Context: an optimization exercise on an open-source flow, tuned for small area and a short achievable clock period. The choices shown serve that exercise and are no tape-out recipe.
The RTL was checked by simulation tests, not by an equivalence proof against the original design.

==> inputs of v35 <==
## conv2d_3x3
module conv2d_3x3 #(
    parameter SIZE  = 32 ,
    WEIGHT = 34,
    LENGHT = 302
) (
    input clk,
    input reset_n,
    input load,
    input en,
    input [SIZE-1:0] in,
    input [SIZE-1:0] k1,
    input [SIZE-1:0] k2,
    input [SIZE-1:0] k3,
    input [SIZE-1:0] k4,
    input [SIZE-1:0] k5,
    input [SIZE-1:0] k6,
    input [SIZE-1:0] k7,
    input [SIZE-1:0] k8,
    input [SIZE-1:0] k9,
    output valid_out,
    output[SIZE-1:0] out
);
==> module wrap31, before the edit <==
module wrap31 (input [30:0] ra, input [30:0] rb, output c);
    wire [31:0] t = {1'b0, ra} + {1'b0, rb} + 32'd1;
    assign c = ~t[31];
endmodule
Settings: LEC_CHECK=0, CAP_MARGIN=5, CORE_MARGIN=2, CORE_UTILIZATION=45, PLACE_DENSITY=0.55, SLEW_MARGIN=5, SYNTH_HIERARCHICAL=1; clock period 40.0 ns.
standard.sh (not shown) runs the stock make flow with config.mk's settings and CLKGATE_MAP_FILE= SYNTH_SCRIPT=/design/flow/synth_recipe.tcl, a recipe that flattens the netlist after the stock synthesis.
==> flow/flow/run.sh <==
#!/bin/bash
# Standard ORFS layout (the standard.sh) with:
#  - timing repair aimed below the design's period: repair_timing treats
#    slack under SETUP_SLACK_MARGIN as a violation (the SDC is the standard flow's);
#  - plain buffers on the ports;
#  - after repair_design, flow/load_tree.tcl rebuilds the buffer tree of the
#    load input as a clustered two-level tree, and puts each output's port
#    buffer and its flip-flop next to the pin;
#  - larger clock-tree sink clusters.
set -euo pipefail
export SETUP_SLACK_MARGIN=30.55
export BUFFER_PORTS_ARGS="-buffer_cell sky130_fd_sc_hd__buf_4"
export POST_RESIZE_TCL=$PWD/flow/load_tree.tcl
export CTS_ARGS="-sink_clustering_enable -repair_clock_nets -sink_clustering_size 25 -sink_clustering_max_diameter 120 -dont_use_dummy_load"
bash standard.sh > flow_make.log 2>&1
Other scripts of this flow, unchanged in this note and not shown: flow/flow/load_tree.tcl
==> inputs of v6, as changes to v35 <==
--- a/flow/design.v
+++ b/flow/design.v
@@ -570,6 +570,69 @@
     assign co0 = G30_52;
     assign co1 = G30_52 | P30_52;
 endmodule
+module wrap31 (input [30:0] ra, input [30:0] rb, output c);
+    wire g1 = (ra[1] & rb[1]) | ((ra[1] | rb[1]) & (ra[0] & rb[0]));
+    wire t1 = (ra[1] | rb[1]) & (ra[0] | rb[0]);
+    wire g2 = (ra[3] & rb[3]) | ((ra[3] | rb[3]) & (ra[2] & rb[2]));
+    wire t2 = (ra[3] | rb[3]) & (ra[2] | rb[2]);
+    wire g3 = (ra[5] & rb[5]) | ((ra[5] | rb[5]) & (ra[4] & rb[4]));
+    wire t3 = (ra[5] | rb[5]) & (ra[4] | rb[4]);
+    wire g4 = (ra[7] & rb[7]) | ((ra[7] | rb[7]) & (ra[6] & rb[6]));
+    wire t4 = (ra[7] | rb[7]) & (ra[6] | rb[6]);
+    wire g5 = (ra[9] & rb[9]) | ((ra[9] | rb[9]) & (ra[8] & rb[8]));
+    wire t5 = (ra[9] | rb[9]) & (ra[8] | rb[8]);
+    wire g6 = (ra[11] & rb[11]) | ((ra[11] | rb[11]) & (ra[10] & rb[10]));
+    wire t6 = (ra[11] | rb[11]) & (ra[10] | rb[10]);
+    wire g7 = (ra[13] & rb[13]) | ((ra[13] | rb[13]) & (ra[12] & rb[12]));
+    wire t7 = (ra[13] | rb[13]) & (ra[12] | rb[12]);
+    wire g8 = (ra[15] & rb[15]) | ((ra[15] | rb[15]) & (ra[14] & rb[14]));
+    wire t8 = (ra[15] | rb[15]) & (ra[14] | rb[14]);
+    wire g9 = (ra[17] & rb[17]) | ((ra[17] | rb[17]) & (ra[16] & rb[16]));
+    wire t9 = (ra[17] | rb[17]) & (ra[16] | rb[16]);
+    wire g10 = (ra[19] & rb[19]) | ((ra[19] | rb[19]) & (ra[18] & rb[18]));
+    wire t10 = (ra[19] | rb[19]) & (ra[18] | rb[18]);
+    wire g11 = (ra[21] & rb[21]) | ((ra[21] | rb[21]) & (ra[20] & rb[20]));
+    wire t11 = (ra[21] | rb[21]) & (ra[20] | rb[20]);
+    wire g12 = (ra[23] & rb[23]) | ((ra[23] | rb[23]) & (ra[22] & rb[22]));
+    wire t12 = (ra[23] | rb[23]) & (ra[22] | rb[22]);
+    wire g13 = (ra[25] & rb[25]) | ((ra[25] | rb[25]) & (ra[24] & rb[24]));
+    wire t13 = (ra[25] | rb[25]) & (ra[24] | rb[24]);
+    wire g14 = (ra[27] & rb[27]) | ((ra[27] | rb[27]) & (ra[26] & rb[26]));
+    wire t14 = (ra[27] | rb[27]) & (ra[26] | rb[26]);
+    wire g15 = (ra[29] & rb[29]) | ((ra[29] | rb[29]) & (ra[28] & rb[28]));
+    wire t15 = (ra[29] | rb[29]) & (ra[28] | rb[28]);
+    wire g16 = g2 | (t2 & g1);
+    wire t16 = t2 & t1;
+    wire g17 = g4 | (t4 & g3);
+    wire t17 = t4 & t3;
+    wire g18 = g6 | (t6 & g5);
+    wire t18 = t6 & t5;
+    wire g19 = g8 | (t8 & g7);
+    wire t19 = t8 & t7;
+    wire g20 = g10 | (t10 & g9);
+    wire t20 = t10 & t9;
+    wire g21 = g12 | (t12 & g11);
+    wire t21 = t12 & t11;
+    wire g22 = g14 | (t14 & g13);
+    wire t22 = t14 & t13;
+    wire g23 = (ra[30] & rb[30]) | ((ra[30] | rb[30]) & g15);
+    wire t23 = (ra[30] | rb[30]) & t15;
+    wire g24 = g17 | (t17 & g16);
+    wire t24 = t17 & t16;
+    wire g25 = g19 | (t19 & g18);
+    wire t25 = t19 & t18;
+    wire g26 = g21 | (t21 & g20);
+    wire t26 = t21 & t20;
+    wire g27 = g23 | (t23 & g22);
+    wire t27 = t23 & t22;
+    wire g28 = g25 | (t25 & g24);
+    wire t28 = t25 & t24;
+    wire g29 = g27 | (t27 & g26);
+    wire t29 = t27 & t26;
+    wire g30 = g29 | (t29 & g28);
+    wire t30 = t29 & t28;
+    assign c = ~(g30 | t30);
+endmodule
 `timescale 1ns / 1ps
 `timescale 1ns / 1ps
 `timescale 1ns / 1ps
@@ -3318,10 +3381,6 @@
 endmodule
 `timescale 1ns / 1ps
 `timescale 1ns / 1ps
-module wrap31 (input [30:0] ra, input [30:0] rb, output c);
-    wire [31:0] t = {1'b0, ra} + {1'b0, rb} + 32'd1;
-    assign c = ~t[31];
-endmodule
 module pair_add (
     input  [30:0] ra1, input [30:0] rb1, input s1,
     input  [30:0] ra2, input [30:0] rb2, input s2,
==> flow/config.mk (replaced) <==
export PLATFORM = sky130hd
export DESIGN_NAME = conv2d_3x3
export DESIGN_NICKNAME = conv2d_3x3
export VERILOG_FILES = /design/flow/design.v
export SDC_FILE = /design/flow/constraint.sdc
export NUM_CORES = 8
export LEC_CHECK = 0
export CAP_MARGIN = 20
export CORE_MARGIN = 2
export CORE_UTILIZATION = 66
export PLACE_DENSITY = 0.76
export SLEW_MARGIN = 20
export SYNTH_HIERARCHICAL = 1
==> notes.md <==
Number of antenna violations at the first check in global routing: v35 11; v6 6
Clock buffers: v35 151; v6 146
Routed wirelength normalized by instance count: v35 25.7 um; v6 26.6 um
Number of well-tap cells placed: v35 7506; v6 5038
Placed cell area: v35 253000 um^2; v6 248000 um^2
Worst slew margin relative to its limit: v35 16.3%; v6 20.0%
Count of fill cells added during filler insertion: v35 50330; v6 26331
Tightest hold margin: v35 0.346 ns; v6 0.356 ns
Post-CTS Setup Bufs: v35 143; v6 130
Global Route met3 Usage: v35 4.89%; v6 9.44%
Met2 track demand over resource in global routing: v35 38.4%; v6 51.5%
Final core utilization: v35 46.0%; v6 66.9%
Clock Latency Late Sink: v35 0.92 ns; v6 0.91 ns
Wirelength, routed: v35 673000 um; v6 631000 um
Result of the run: v35 complete, no violations; v6 complete, no violations

re-timing with driven ports:
How much do the figures lean on ideal ports? The routed layouts below were timed once more, with nothing changed but the port constraints. Step 1 (the two cells are an assumption about what drives the block):
set clk [get_ports {clk}]
set_driving_cell -lib_cell sky130_fd_sc_hd__clkbuf_16 $clk
set_driving_cell -lib_cell sky130_fd_sc_hd__buf_2 [delete_from_list [all_inputs] $clk]
Step 2 also shifts input and output timing later by t, the mid clock arrival at the registers, as if the neighbouring blocks saw the same clock. Three values: ideal ports, drivers, drivers and shift; two values: the first two.
| run | t, ns | setup slack, ns | clock arrival spread, ns | cell pins on the clock port's net |
|---|---|---|---|---|
| v35 | 0.993 | 30.531 / 30.402 / 30.112 | 0.115 / 0.115 | 1 |
| v6 | 0.983 | 30.530 / 30.406 / 30.267 | 0.106 / 0.106 | 1 |
After both steps every run listed still meets setup and hold. The setup slack of v35, which loses most, moves by -0.129 ns with the drivers and by -0.419 ns with both steps.
